Background: an optimization exercise with open tools, aiming at small area. Do not read the settings as production practice.
Where RTL was checked, it was by simulation tests only, not by an equivalence proof against the original.
The flow treats the clock pin as an ideal source. Dropping or thinning the clock tree relies on that and would not hold on a real chip.
Power and IR drop assume default switching activity.

==> inputs of run a <==
==> flow/design.v (excerpt) <==
module cpu_top(
	input clk,
	input reset,
	input [7:0] instr,
	output [7:0] debug_alu_result,
	output [7:0] debug_PC
);
	reg [7:0] pc, ra, rb;
	reg [7:0] mem [0:15];
	wire [3:0] op  = instr[7:4];
	wire [3:0] imm = instr[3:0];
	wire is_sub = (op == 4'd1);
	wire is_lda = (op == 4'd2);
	wire is_ldb = (op == 4'd4);
	wire is_ldc = (op == 4'd6);
	wire is_jmp = (op == 4'd7);
	wire is_and = (op == 4'd8);
	wire is_or  = (op == 4'd9);
	wire is_beq = (op == 4'd10);
	wire store  = (op == 4'd3) | (op == 4'd5);
	wire arith  = (op == 4'd0) | is_sub | is_and | is_or;
	wire [7:0] bx = rb ^ {8{is_sub}};
	wire [7:0] s = ra + bx + {7'd0, is_sub};
	wire [7:0] lg = is_ldc ? ra : is_and ? (ra & rb) : (ra | rb);
	wire [7:0] alu = (is_ldc | is_and | is_or) ? lg : s;
	assign debug_alu_result = alu;
	assign debug_PC = pc;
	wire taken = (is_jmp & (s == 8'd0)) | (is_beq & (ra == rb));
	wire sel_rd  = ~reset & (is_lda | is_ldb);
	wire sel_alu = ~reset & (arith | store);
	wire sel_imm = ~reset & is_ldc;
	wire [7:0] rd = mem[imm];
	wire [7:0] wd = ({8{sel_rd}} & rd) | ({8{sel_alu}} & alu) | ({8{sel_imm}} & {4'd0, imm});
	integer k;
	always @(posedge clk) begin
		for (k = 0; k < 16; k = k + 1)
			if (reset | (store & (imm == k))) mem[k] <= wd;
		if (reset | arith | is_lda | is_ldc) ra <= wd;
		if (reset | is_ldb) rb <= wd;
		if (reset) pc <= 8'd0;
		else pc <= taken ? {4'd0, imm} : pc + 8'd1;
	end
endmodule
==> module cpu_top, before the edit <==
module cpu_top(
	input clk,
	input reset,
	input [7:0] instr,
	output [7:0] debug_alu_result,
	output [7:0] debug_PC
);
	reg [7:0] pc, ra, rb;
	reg [7:0] mem [0:15];
	wire [3:0] op  = instr[7:4];
	wire [3:0] imm = instr[3:0];
	wire is_sub = (op == 4'd1);
	wire is_lda = (op == 4'd2);
	wire is_ldb = (op == 4'd4);
	wire is_ldc = (op == 4'd6);
	wire is_jmp = (op == 4'd7);
	wire is_and = (op == 4'd8);
	wire is_or  = (op == 4'd9);
	wire is_beq = (op == 4'd10);
	wire store  = (op == 4'd3) | (op == 4'd5);
	wire arith  = (op == 4'd0) | is_sub | is_and | is_or;
	wire [7:0] bx = rb ^ {8{is_sub}};
	wire [7:0] s = ra + bx + {7'd0, is_sub};
	wire [7:0] lg = is_ldc ? ra : is_and ? (ra & rb) : (ra | rb);
	wire [7:0] alu = (is_ldc | is_and | is_or) ? lg : s;
	assign debug_alu_result = alu;
	assign debug_PC = pc;
	wire taken = (is_jmp & (s == 8'd0)) | (is_beq & (ra == rb));
	wire sel_rd  = ~reset & (is_lda | is_ldb);
	wire sel_alu = ~reset & (arith | store);
	wire sel_imm = ~reset & is_ldc;
	wire [7:0] rd = mem[imm];
	wire [7:0] wd = ({8{sel_rd}} & rd) | ({8{sel_alu}} & alu) | ({8{sel_imm}} & {4'd0, imm});
	integer k;
	always @(posedge clk) begin
		for (k = 0; k < 16; k = k + 1)
			if (reset | (store & (imm == k))) mem[k] <= wd;
		if (reset | arith | is_lda | is_ldc) ra <= wd;
		if (reset | is_ldb) rb <= wd;
		if (reset) pc <= 8'd0;
		else pc <= taken ? {4'd0, imm} : pc + 8'd1;
	end
endmodule
clock: 10.0 ns
lec_check: 0
abc_area: 1
cap_margin: 20
core_margin: 2
core_utilization: 40
slew_margin: 20
standard.sh (not shown) runs the stock make flow with config.mk's settings and CLKGATE_MAP_FILE= SYNTH_SCRIPT=/design/flow/synth_recipe.tcl, a recipe that flattens the netlist after the stock synthesis.
==> flow/flow/run.sh <==
#!/bin/bash
# Own flow: the standard layout (standard.sh) with
#  - synthesis: abc mapping script area.abc instead of abc_area.script, and no
#    adder extraction (abc maps the adders itself)
#  - port buffers: buf_1
#  - CTS: no dummy loads, small clock buffers, larger sink clusters
set -euo pipefail
W=$(pwd)
F=$W/flow
export FLOW_SYNTH_TCL=$W/synth_recipe.tcl
export MY_ABC_SCRIPT=$F/area.abc
bash standard.sh \
  SYNTH_SCRIPT=$F/my_synth.tcl \
  ADDER_MAP_FILE= \
  "BUFFER_PORTS_ARGS=-buffer_cell sky130_fd_sc_hd__buf_1" \
  "CTS_ARGS=-sink_clustering_enable -repair_clock_nets -dont_use_dummy_load -buf_list {sky130_fd_sc_hd__clkbuf_4 sky130_fd_sc_hd__clkbuf_8} -sink_clustering_size 30 -sink_clustering_max_diameter 100" \
  finish > $W/make.log 2>&1
==> flow/flow/area.abc <==
strash; dch -f; amap; topo
==> flow/flow/my_synth.tcl <==
proc abc {args} {
  set i [lsearch -exact $args -script]
  if {$i >= 0} {
    lset args [expr {$i + 1}] $::env(MY_ABC_SCRIPT)
  }
  yosys abc {*}$args
}
source $::env(FLOW_SYNTH_TCL)
==> run b (differences from run a) <==
==> flow/design.v (replaced) <==
module cpu_top(
	input clk,
	input reset,
	input [7:0] instr,
	output [7:0] debug_alu_result,
	output [7:0] debug_PC
);
	reg [7:0] pc, ra, rb;
	reg [7:0] mem [0:15];
	wire [3:0] op  = instr[7:4];
	wire [3:0] imm = instr[3:0];
	wire is_sub = (op == 4'd1);
	wire is_ldc = (op == 4'd6);
	wire is_and = (op == 4'd8);
	wire is_or  = (op == 4'd9);
	wire [7:0] sum = ra + rb;
	reg  [7:0] alu;
	always @(*) begin
		if (is_sub)      alu = ra - rb;
		else if (is_ldc) alu = ra;
		else if (is_and) alu = ra & rb;
		else if (is_or)  alu = ra | rb;
		else             alu = sum;
	end
	assign debug_alu_result = alu;
	assign debug_PC = pc;
	wire [7:0] rd = mem[imm];
	wire load_a = (op == 4'd0) | is_sub | (op == 4'd2) | is_ldc | is_and | is_or;
	wire load_b = (op == 4'd4);
	wire store  = (op == 4'd3) | (op == 4'd5);
	wire taken  = ((op == 4'd7) & (sum == 8'd0)) | ((op == 4'd10) & (ra == rb));
	wire [7:0] wa = (op == 4'd2) ? rd : is_ldc ? {4'd0, imm} : alu;
	integer k;
	always @(posedge clk) begin
		if (reset) begin
			pc <= 8'd0;
			ra <= 8'd0;
			rb <= 8'd0;
			for (k = 0; k < 16; k = k + 1) mem[k] <= 8'd0;
		end else begin
			pc <= taken ? {4'd0, imm} : pc + 8'd1;
			if (load_a) ra <= wa;
			if (load_b) rb <= rd;
			if (store) mem[imm] <= sum;
		end
	end
endmodule
==> flow/run.sh (new file) <==
#!/bin/bash
# synth_recipe.tcl (not shown) runs the flow's synth.tcl, then flattens the netlist and writes it again
# the make line also repeats each setting of config.mk as NAME=value (left out here)
make -C /OpenROAD-flow-scripts/flow DESIGN_CONFIG=/design/flow/config.mk WORK_HOME=/design/flow/orfs CLKGATE_MAP_FILE= SYNTH_SCRIPT=/design/flow/synth_recipe.tcl finish
removed: flow/flow/run.sh
removed: flow/flow/area.abc
removed: flow/flow/my_synth.tcl
removed: flow/standard.sh
==> flow_metrics.py <==
metrics = {
    "status": {
        "status": "no timing/DRC/antenna violations",
    },
    "clock_network": {
        "cts-root-buf": "clkbuf_16",
    },
    "pwr": {
        "netSwitchingFraction_pct": 26.22,
    },
    "yosys": {
        "synth_most_common_cell": "nand2_1",
    },
    "place": {
        "placedCellCount": 1125,
    },
    "setup_path": {
        "crit_slowest_cell": "nor2_1",
        "crit_start": "instr[7]",
    },
}
The numbers above come from run b.

==> flow_metrics.py <==
metrics = {
    "clock_network": {
        "cts-root-buf": "clkbuf_8",
    },
    "timing": {
        "finalMaxSlewViolations": 0,
        "rsz0062_at_grt": "no",
        "relSlewSlack_pct": 34.05,
    },
    "setup_path": {
        "crit_slowest_cell": "a2111oi_0",
        "crit_start": "instr[6]",
        "worst-path-buf-inv": 4,
    },
    "pwr": {
        "netSwitchingFraction_pct": 24.51,
    },
    "status": {
        "status": "no timing/DRC/antenna violations",
    },
    "yosys": {
        "synth_most_common_cell": "edfxtp_1",
    },
    "drt": {
        "ant_nets": 0,
    },
}
The numbers above come from run a.

The RTL of run a was laid out without a check of its function.


==> build 78 <==
cpu_top, a different RTL version from the one above (not shown whole).
==> module cpu_top, before the edit <==
module cpu_top(
	input clk,
	input reset,
	input [7:0] instr,
	output [7:0] debug_alu_result,
	output [7:0] debug_PC
);
	reg [7:0] pc, ra, rb;
	reg [127:0] mem;
	wire [3:0] op  = instr[7:4];
	wire [3:0] imm = instr[3:0];
	wire is_sub = (op == 4'd1);
	wire is_lda = (op == 4'd2);
	wire is_ldb = (op == 4'd4);
	wire is_ldc = (op == 4'd6);
	wire is_jmp = (op == 4'd7);
	wire is_and = (op == 4'd8);
	wire is_or  = (op == 4'd9);
	wire is_beq = (op == 4'd10);
	wire store  = (op == 4'd3) | (op == 4'd5);
	wire arith  = (op == 4'd0) | is_sub | is_and | is_or;
	wire load_a = arith | is_lda | is_ldc;
	wire [7:0] bx = rb ^ {8{is_sub}};
	wire [7:0] p = ra ^ bx;
	wire [7:0] g = ra & bx;
	wire [8:0] c;
	assign c[0] = is_sub;
	genvar i;
	generate for (i = 0; i < 8; i = i + 1) begin : carry
		assign c[i+1] = g[i] | (p[i] & c[i]);
	end endgenerate
	wire [7:0] s = p ^ c[7:0];
	wire [7:0] lg = is_ldc ? ra : is_and ? (ra & rb) : (ra | rb);
	wire [7:0] alu = (is_ldc | is_and | is_or) ? lg : s;
	assign debug_alu_result = alu;
	assign debug_PC = pc;
	wire taken = (is_jmp & ~|s) | (is_beq & ~|p);
	wire [3:0] lo = 4'd1 << imm[1:0];
	wire [3:0] hi = 4'd1 << imm[3:2];
	wire [3:0] hi_rd = hi & {4{~reset & (is_lda | is_ldb)}};
	wire [3:0] hi_st = hi & {4{~reset & store}};
	wire sel_alu = ~reset & arith;
	wire sel_imm = ~reset & is_ldc;
	reg [7:0] wd;
	integer k;
	always @(*) begin
		wd = ({8{sel_alu}} & alu) | ({8{sel_imm}} & {4'd0, imm});
		for (k = 0; k < 16; k = k + 1)
			wd = wd | ({8{lo[k % 4] & hi_rd[k / 4]}} & mem[k*8 +: 8]);
	end
	always @(posedge clk) begin
		for (k = 0; k < 16; k = k + 1)
			mem[k*8 +: 8] <= ({8{lo[k % 4] & hi_st[k / 4]}} & alu) |
			                  ({8{~reset & ~(lo[k % 4] & hi_st[k / 4])}} & mem[k*8 +: 8]);
		ra <= ({8{load_a}} & wd) | ({8{~reset & ~load_a}} & ra);
		rb <= ({8{is_ldb}} & wd) | ({8{~reset & ~is_ldb}} & rb);
		if (reset) pc <= 8'd0;
		else pc <= taken ? {4'd0, imm} : pc + 8'd1;
	end
endmodule
Settings: LEC_CHECK=0, ABC_AREA=1, CAP_MARGIN=0, CORE_MARGIN=2, CORE_UTILIZATION=40, GPL_TIMING_DRIVEN=0, SLEW_MARGIN=0; clock period 10.0 ns.
==> flow/flow/run.sh <==
#!/bin/bash
# Own flow: the standard layout (standard.sh) with
#  - synthesis (my_synth.tcl): abc maps the logic with each area-oriented script
#    in abc_scripts.txt and the smallest result is kept; no adder extraction.
#    Registers are mapped before abc, so they are the standard synthesis's.
#  - port buffers: buf_1
#  - clock tree: a two-level inverter tree built by pre_cts.tcl / mycts.tcl
#    instead of TritonCTS
# All tool output goes to make.log in the work folder (ORFS also keeps per-step
# logs under orfs/logs).
set -euo pipefail
W=$(pwd)
F=$W/flow
export FLOW_SYNTH_TCL=$W/synth_recipe.tcl
export MY_ABC_SCRIPTS=$F/abc_scripts.txt
export MY_FLOW_DIR=$F
export MY_CTS_NLEAF=5
export MY_CTS_BUF=sky130_fd_sc_hd__inv_12
export MY_CTS_ROOT=sky130_fd_sc_hd__inv_8
bash standard.sh \
  SYNTH_SCRIPT=$F/my_synth.tcl \
  ADDER_MAP_FILE= \
  "BUFFER_PORTS_ARGS=-buffer_cell sky130_fd_sc_hd__buf_1" \
  PRE_CTS_TCL=$F/pre_cts.tcl \
  finish > $W/make.log 2>&1
==> flow/flow/mycts.tcl <==
proc my_out_iterm {inst} {
  foreach it [$inst getITerms] {
    if {[$it isOutputSignal]} { return $it }
  }
  error "no output on [$inst getName]"
}
# Manual clock tree: the clock port drives NLEAF clock buffers directly; each
# drives one cluster of flip-flops (k-means on flop positions).
proc my_manual_cts {} {
  set nleaf [expr {[info exists ::env(MY_CTS_NLEAF)] ? $::env(MY_CTS_NLEAF) : 4}]
  set bufname [expr {[info exists ::env(MY_CTS_BUF)] ? $::env(MY_CTS_BUF) : "sky130_fd_sc_hd__clkbuf_16"}]
  set db [ord::get_db]
  set block [[$db getChip] getBlock]
  set master [$db findMaster $bufname]
  set clknet [$block findNet clk]
  set sinks {}
  foreach it [$clknet getITerms] {
    set inst [$it getInst]
    set bb [$inst getBBox]
    set x [expr {([$bb xMin] + [$bb xMax]) / 2.0}]
    set y [expr {([$bb yMin] + [$bb yMax]) / 2.0}]
    lappend sinks [list $it $x $y]
  }
  set n [llength $sinks]
  # init centers: sinks sorted by x, quantiles
  set sorted [lsort -real -index 1 $sinks]
  set cx {}; set cy {}
  for {set k 0} {$k < $nleaf} {incr k} {
    set s [lindex $sorted [expr {int(($k + 0.5) * $n / $nleaf)}]]
    lappend cx [lindex $s 1]; lappend cy [lindex $s 2]
  }
  # balanced k-means: each cluster capped at ceil(n/nleaf)
  set cap [expr {int(ceil(double($n) / $nleaf))}]
  for {set iter 0} {$iter < 30} {incr iter} {
    # all (dist, sink, cluster) pairs, greedy assignment with capacity
    set pairs {}
    for {set i 0} {$i < $n} {incr i} {
      set s [lindex $sinks $i]
      for {set k 0} {$k < $nleaf} {incr k} {
        set d [expr {abs([lindex $s 1] - [lindex $cx $k]) + abs([lindex $s 2] - [lindex $cy $k])}]
        lappend pairs [list $d $i $k]
      }
    }
    set pairs [lsort -real -index 0 $pairs]
    array unset asg; array unset cnt
    for {set k 0} {$k < $nleaf} {incr k} { set cnt($k) 0 }
    set done 0
    foreach p $pairs {
      lassign $p d i k
      if {[info exists asg($i)] || $cnt($k) >= $cap} continue
      set asg($i) $k; incr cnt($k); incr done
      if {$done == $n} break
    }
    set ncx {}; set ncy {}
    for {set k 0} {$k < $nleaf} {incr k} { set sx($k) 0.0; set sy($k) 0.0 }
    for {set i 0} {$i < $n} {incr i} {
      set k $asg($i); set s [lindex $sinks $i]
      set sx($k) [expr {$sx($k) + [lindex $s 1]}]; set sy($k) [expr {$sy($k) + [lindex $s 2]}]
    }
    for {set k 0} {$k < $nleaf} {incr k} {
      lappend ncx [expr {$cnt($k) ? $sx($k) / $cnt($k) : [lindex $cx $k]}]
      lappend ncy [expr {$cnt($k) ? $sy($k) / $cnt($k) : [lindex $cy $k]}]
    }
    set cx $ncx; set cy $ncy
  }
  for {set k 0} {$k < $nleaf} {incr k} {
    set inst [odb::dbInst_create $block $master "mycts_buf_$k"]
    set net [odb::dbNet_create $block "mycts_clk_$k"]
    $net setSigType CLOCK
    $inst setLocation [expr {int([lindex $cx $k])}] [expr {int([lindex $cy $k])}]
    $inst setPlacementStatus PLACED
    [$inst findITerm A] connect $clknet
    [my_out_iterm $inst] connect $net
    set members($k) 0
  }
  for {set i 0} {$i < $n} {incr i} {
    set k $asg($i)
    set it [lindex [lindex $sinks $i] 0]
    $it disconnect
    $it connect [$block findNet "mycts_clk_$k"]
    incr members($k)
  }
  $clknet setSigType CLOCK
  if {[info exists ::env(MY_CTS_ROOT)] && $::env(MY_CTS_ROOT) ne ""} {
    # one root buffer between the port and the leaf buffers, at their centroid
    set rmaster [$db findMaster $::env(MY_CTS_ROOT)]
    set rinst [odb::dbInst_create $block $rmaster "mycts_root"]
    set rnet [odb::dbNet_create $block "mycts_clk_root"]
    $rnet setSigType CLOCK
    set rsx 0.0; set rsy 0.0
    for {set k 0} {$k < $nleaf} {incr k} { set rsx [expr {$rsx + [lindex $cx $k]}]; set rsy [expr {$rsy + [lindex $cy $k]}] }
    $rinst setLocation [expr {int($rsx / $nleaf)}] [expr {int($rsy / $nleaf)}]
    $rinst setPlacementStatus PLACED
    for {set k 0} {$k < $nleaf} {incr k} {
      set it [[$block findInst "mycts_buf_$k"] findITerm A]
      $it disconnect
      $it connect $rnet
    }
    [$rinst findITerm A] connect $clknet
    [my_out_iterm $rinst] connect $rnet
  }
  for {set k 0} {$k < $nleaf} {incr k} { puts "mycts: buffer $k ($bufname) drives $members($k) sinks at [lindex $cx $k] [lindex $cy $k]" }
}
Other scripts of this flow, unchanged in this note and not shown: flow/flow/abc_scripts.txt, flow/flow/my_synth.tcl, flow/flow/pre_cts.tcl
==> trial 55: changes against build 78 <==
==> flow/design.v, changed modules only <==
module cpu_top(
	input clk,
	input reset,
	input [7:0] instr,
	output [7:0] debug_alu_result,
	output [7:0] debug_PC
);
	reg [7:0] pc, ra, rb;
	reg [127:0] mem;
	wire [3:0] op  = instr[7:4];
	wire [3:0] imm = instr[3:0];
	wire is_sub = (op == 4'd1);
	wire is_lda = (op == 4'd2);
	wire is_ldb = (op == 4'd4);
	wire is_ldc = (op == 4'd6);
	wire is_jmp = (op == 4'd7);
	wire is_and = (op == 4'd8);
	wire is_or  = (op == 4'd9);
	wire is_beq = (op == 4'd10);
	wire store  = (op == 4'd3) | (op == 4'd5);
	wire arith  = (op == 4'd0) | is_sub | is_and | is_or;
	wire load_a = arith | is_lda | is_ldc;
	wire [7:0] bx = rb ^ {8{is_sub}};
	wire [7:0] p = ra ^ bx;
	wire [7:0] g = ra & bx;
	wire [8:0] c;
	assign c[0] = is_sub;
	genvar i;
	generate for (i = 0; i < 8; i = i + 1) begin : carry
		assign c[i+1] = g[i] | (p[i] & c[i]);
	end endgenerate
	wire [7:0] s = p ^ c[7:0];
	wire [7:0] lg = is_ldc ? ra : is_and ? (ra & rb) : (ra | rb);
	wire [7:0] alu = (is_ldc | is_and | is_or) ? lg : s;
	assign debug_alu_result = alu;
	assign debug_PC = pc;
	wire taken = (is_jmp & ~|s) | (is_beq & ~|p);
	wire [3:0] lo = 4'd1 << imm[1:0];
	wire [3:0] hi = 4'd1 << imm[3:2];
	wire [3:0] hi_rd = hi & {4{~reset & (is_lda | is_ldb)}};
	wire [3:0] hi_st = hi & {4{store}};
	wire sel_alu = ~reset & (arith | store);
	wire sel_imm = ~reset & is_ldc;
	reg [7:0] wd;
	integer k;
	always @(*) begin
		wd = ({8{sel_alu}} & alu) | ({8{sel_imm}} & {4'd0, imm});
		for (k = 0; k < 16; k = k + 1)
			wd = wd | ({8{lo[k % 4] & hi_rd[k / 4]}} & mem[k*8 +: 8]);
	end
	always @(posedge clk) begin
		for (k = 0; k < 16; k = k + 1)
			mem[k*8 +: 8] <= ({8{lo[k % 4] & hi_st[k / 4]}} & wd) |
			                  ({8{~reset & ~(lo[k % 4] & hi_st[k / 4])}} & mem[k*8 +: 8]);
		ra <= ({8{load_a}} & wd) | ({8{~reset & ~load_a}} & ra);
		rb <= ({8{is_ldb}} & wd) | ({8{~reset & ~is_ldb}} & rb);
		if (reset) pc <= 8'd0;
		else pc <= taken ? {4'd0, imm} : pc + 8'd1;
	end
endmodule
==> build 87: changes against build 78 <==
==> flow/design.v, changed modules only <==
module cpu_top(
	input clk,
	input reset,
	input [7:0] instr,
	output [7:0] debug_alu_result,
	output [7:0] debug_PC
);
	reg [7:0] pc, ra, rb;
	reg [127:0] mem;
	wire [3:0] op  = instr[7:4];
	wire [3:0] imm = instr[3:0];
	wire is_sub = (op == 4'd1);
	wire is_lda = (op == 4'd2);
	wire is_ldb = (op == 4'd4);
	wire is_ldc = (op == 4'd6);
	wire is_jmp = (op == 4'd7);
	wire is_and = (op == 4'd8);
	wire is_or  = (op == 4'd9);
	wire is_beq = (op == 4'd10);
	wire store  = (op == 4'd3) | (op == 4'd5);
	wire arith  = (op == 4'd0) | is_sub | is_and | is_or;
	wire load_a = arith | is_lda | is_ldc;
	wire [7:0] bx = rb ^ {8{is_sub}};
	wire [7:0] p = ra ^ bx;
	wire [7:0] g = ra & bx;
	wire [8:0] c;
	assign c[0] = is_sub;
	genvar i;
	generate for (i = 0; i < 8; i = i + 1) begin : carry
		assign c[i+1] = g[i] | (p[i] & c[i]);
	end endgenerate
	wire [7:0] s = p ^ c[7:0];
	wire [7:0] lg = is_ldc ? ra : is_and ? (ra & rb) : (ra | rb);
	wire [7:0] alu = (is_ldc | is_and | is_or) ? lg : s;
	assign debug_alu_result = alu;
	assign debug_PC = pc;
	wire taken = (is_jmp & ~|s) | (is_beq & ~|p);
	wire [3:0] lo = 4'd1 << imm[1:0];
	wire [3:0] hi = 4'd1 << imm[3:2];
	wire [3:0] hi_rd = hi & {4{~reset & (is_lda | is_ldb)}};
	wire [3:0] hi_st = hi & {4{store}};
	wire sel_alu = ~reset & (arith | store);
	wire sel_imm = ~reset & is_ldc;
	reg [7:0] wd;
	integer k;
	always @(*) begin
		wd = ({8{sel_alu}} & alu) | ({8{sel_imm}} & {4'd0, imm});
		for (k = 0; k < 16; k = k + 1)
			wd = wd | ({8{lo[k % 4] & hi_rd[k / 4]}} & mem[k*8 +: 8]);
	end
	always @(posedge clk) begin
		for (k = 0; k < 16; k = k + 1)
			mem[k*8 +: 8] <= ({8{lo[k % 4] & hi_st[k / 4]}} & wd) |
			                  ({8{~reset & ~(lo[k % 4] & hi_st[k / 4])}} & mem[k*8 +: 8]);
		ra <= ({8{load_a}} & wd) | ({8{~reset & ~load_a}} & ra);
		rb <= ({8{is_ldb}} & wd) | ({8{~reset & ~is_ldb}} & rb);
		if (reset) pc <= 8'd0;
		else pc <= taken ? {4'd0, imm} : pc + 8'd1;
	end
endmodule
--- a/flow/flow/run.sh
+++ b/flow/flow/run.sh
@@ -15,7 +15,7 @@
 export MY_ABC_SCRIPTS=$F/abc_scripts.txt
 export MY_FLOW_DIR=$F
 export MY_CTS_NLEAF=5
-export MY_CTS_BUF=sky130_fd_sc_hd__inv_12
+export MY_CTS_BUF=sky130_fd_sc_hd__inv_16
 export MY_CTS_ROOT=sky130_fd_sc_hd__inv_8
 bash standard.sh \
   SYNTH_SCRIPT=$F/my_synth.tcl \
==> impl_summary.txt <==
----------------------------------------------------
[Worst hold path]
  Hold worst-path end ... mem[38]$_DFF_P_

[Critical path]
  Maximum net fanout on the critical path ... 11
  Launch instance of the worst register-to-register path ... ra[0]$_DFF_P_
  Levels on crit path ... 13

[Outcome]
  Run status ... finished clean

[Placement]
  Half-perimeter wire length after detailed placement ... 13800 um

[Power and ir drop]
  Sequential cell fraction of total power ... 66.4%

----------------------------------------------------
Source of the figures above: build 78

==> impl_summary.txt <==
----------------------------------------------------
[Outcome]
  Run status ... finished clean

[Worst hold path]
  Hold worst-path end ... mem[123]$_DFF_P_

[Placement]
  Half-perimeter wire length after detailed placement ... 12200 um

[Power and ir drop]
  Sequential cell fraction of total power ... 66.8%

[Critical path]
  Launch instance of the worst register-to-register path ... rb[0]$_DFF_P_
  Maximum net fanout on the critical path ... 8

----------------------------------------------------
Source of the figures above: trial 55

==> impl_summary.txt <==
----------------------------------------------------
[Critical path]
  Launch instance of the worst register-to-register path ... rb[0]$_DFF_P_
  Maximum net fanout on the critical path ... 8

[Placement]
  Half-perimeter wire length after detailed placement ... 12200 um

[Power and ir drop]
  Sequential cell fraction of total power ... 65.5%

[Worst hold path]
  Hold worst-path end ... mem[54]$_DFF_P_

[Outcome]
  Run status ... finished clean

----------------------------------------------------
Source of the figures above: build 87

In every run of this note, the design's own scripts or RTL, not TritonCTS, make the clock network.

## re-timing with driven ports
How much do the figures lean on ideal ports? The routed layouts below were timed once more, with nothing changed but the port constraints. Step 1 (the two cells are an assumption about what drives the block):
set clk [get_ports {clk}]
set_driving_cell -lib_cell sky130_fd_sc_hd__clkbuf_16 $clk
set_driving_cell -lib_cell sky130_fd_sc_hd__buf_2 [delete_from_list [all_inputs] $clk]
Step 2 also shifts input and output timing later by t, the mid clock arrival at the registers, as if the neighbouring blocks saw the same clock. Three values: no drivers, after step 1, after step 2; two values: the first two.
run	t, ns	setup slack, ns	worst data-port slew with drivers (ns)
run a	0.466	2.647 / 2.625 / 2.625	0.05
run b	0.464	3.503 / 3.478 / 3.478	0.03
build 78	0.269	1.670 / 1.650 / 1.650	0.03
trial 55	0.272	2.288 / 2.262 / 2.262	0.04
build 87	0.281	2.302 / 2.276 / 2.276	0.04
After both steps setup and hold are still met in every run listed.
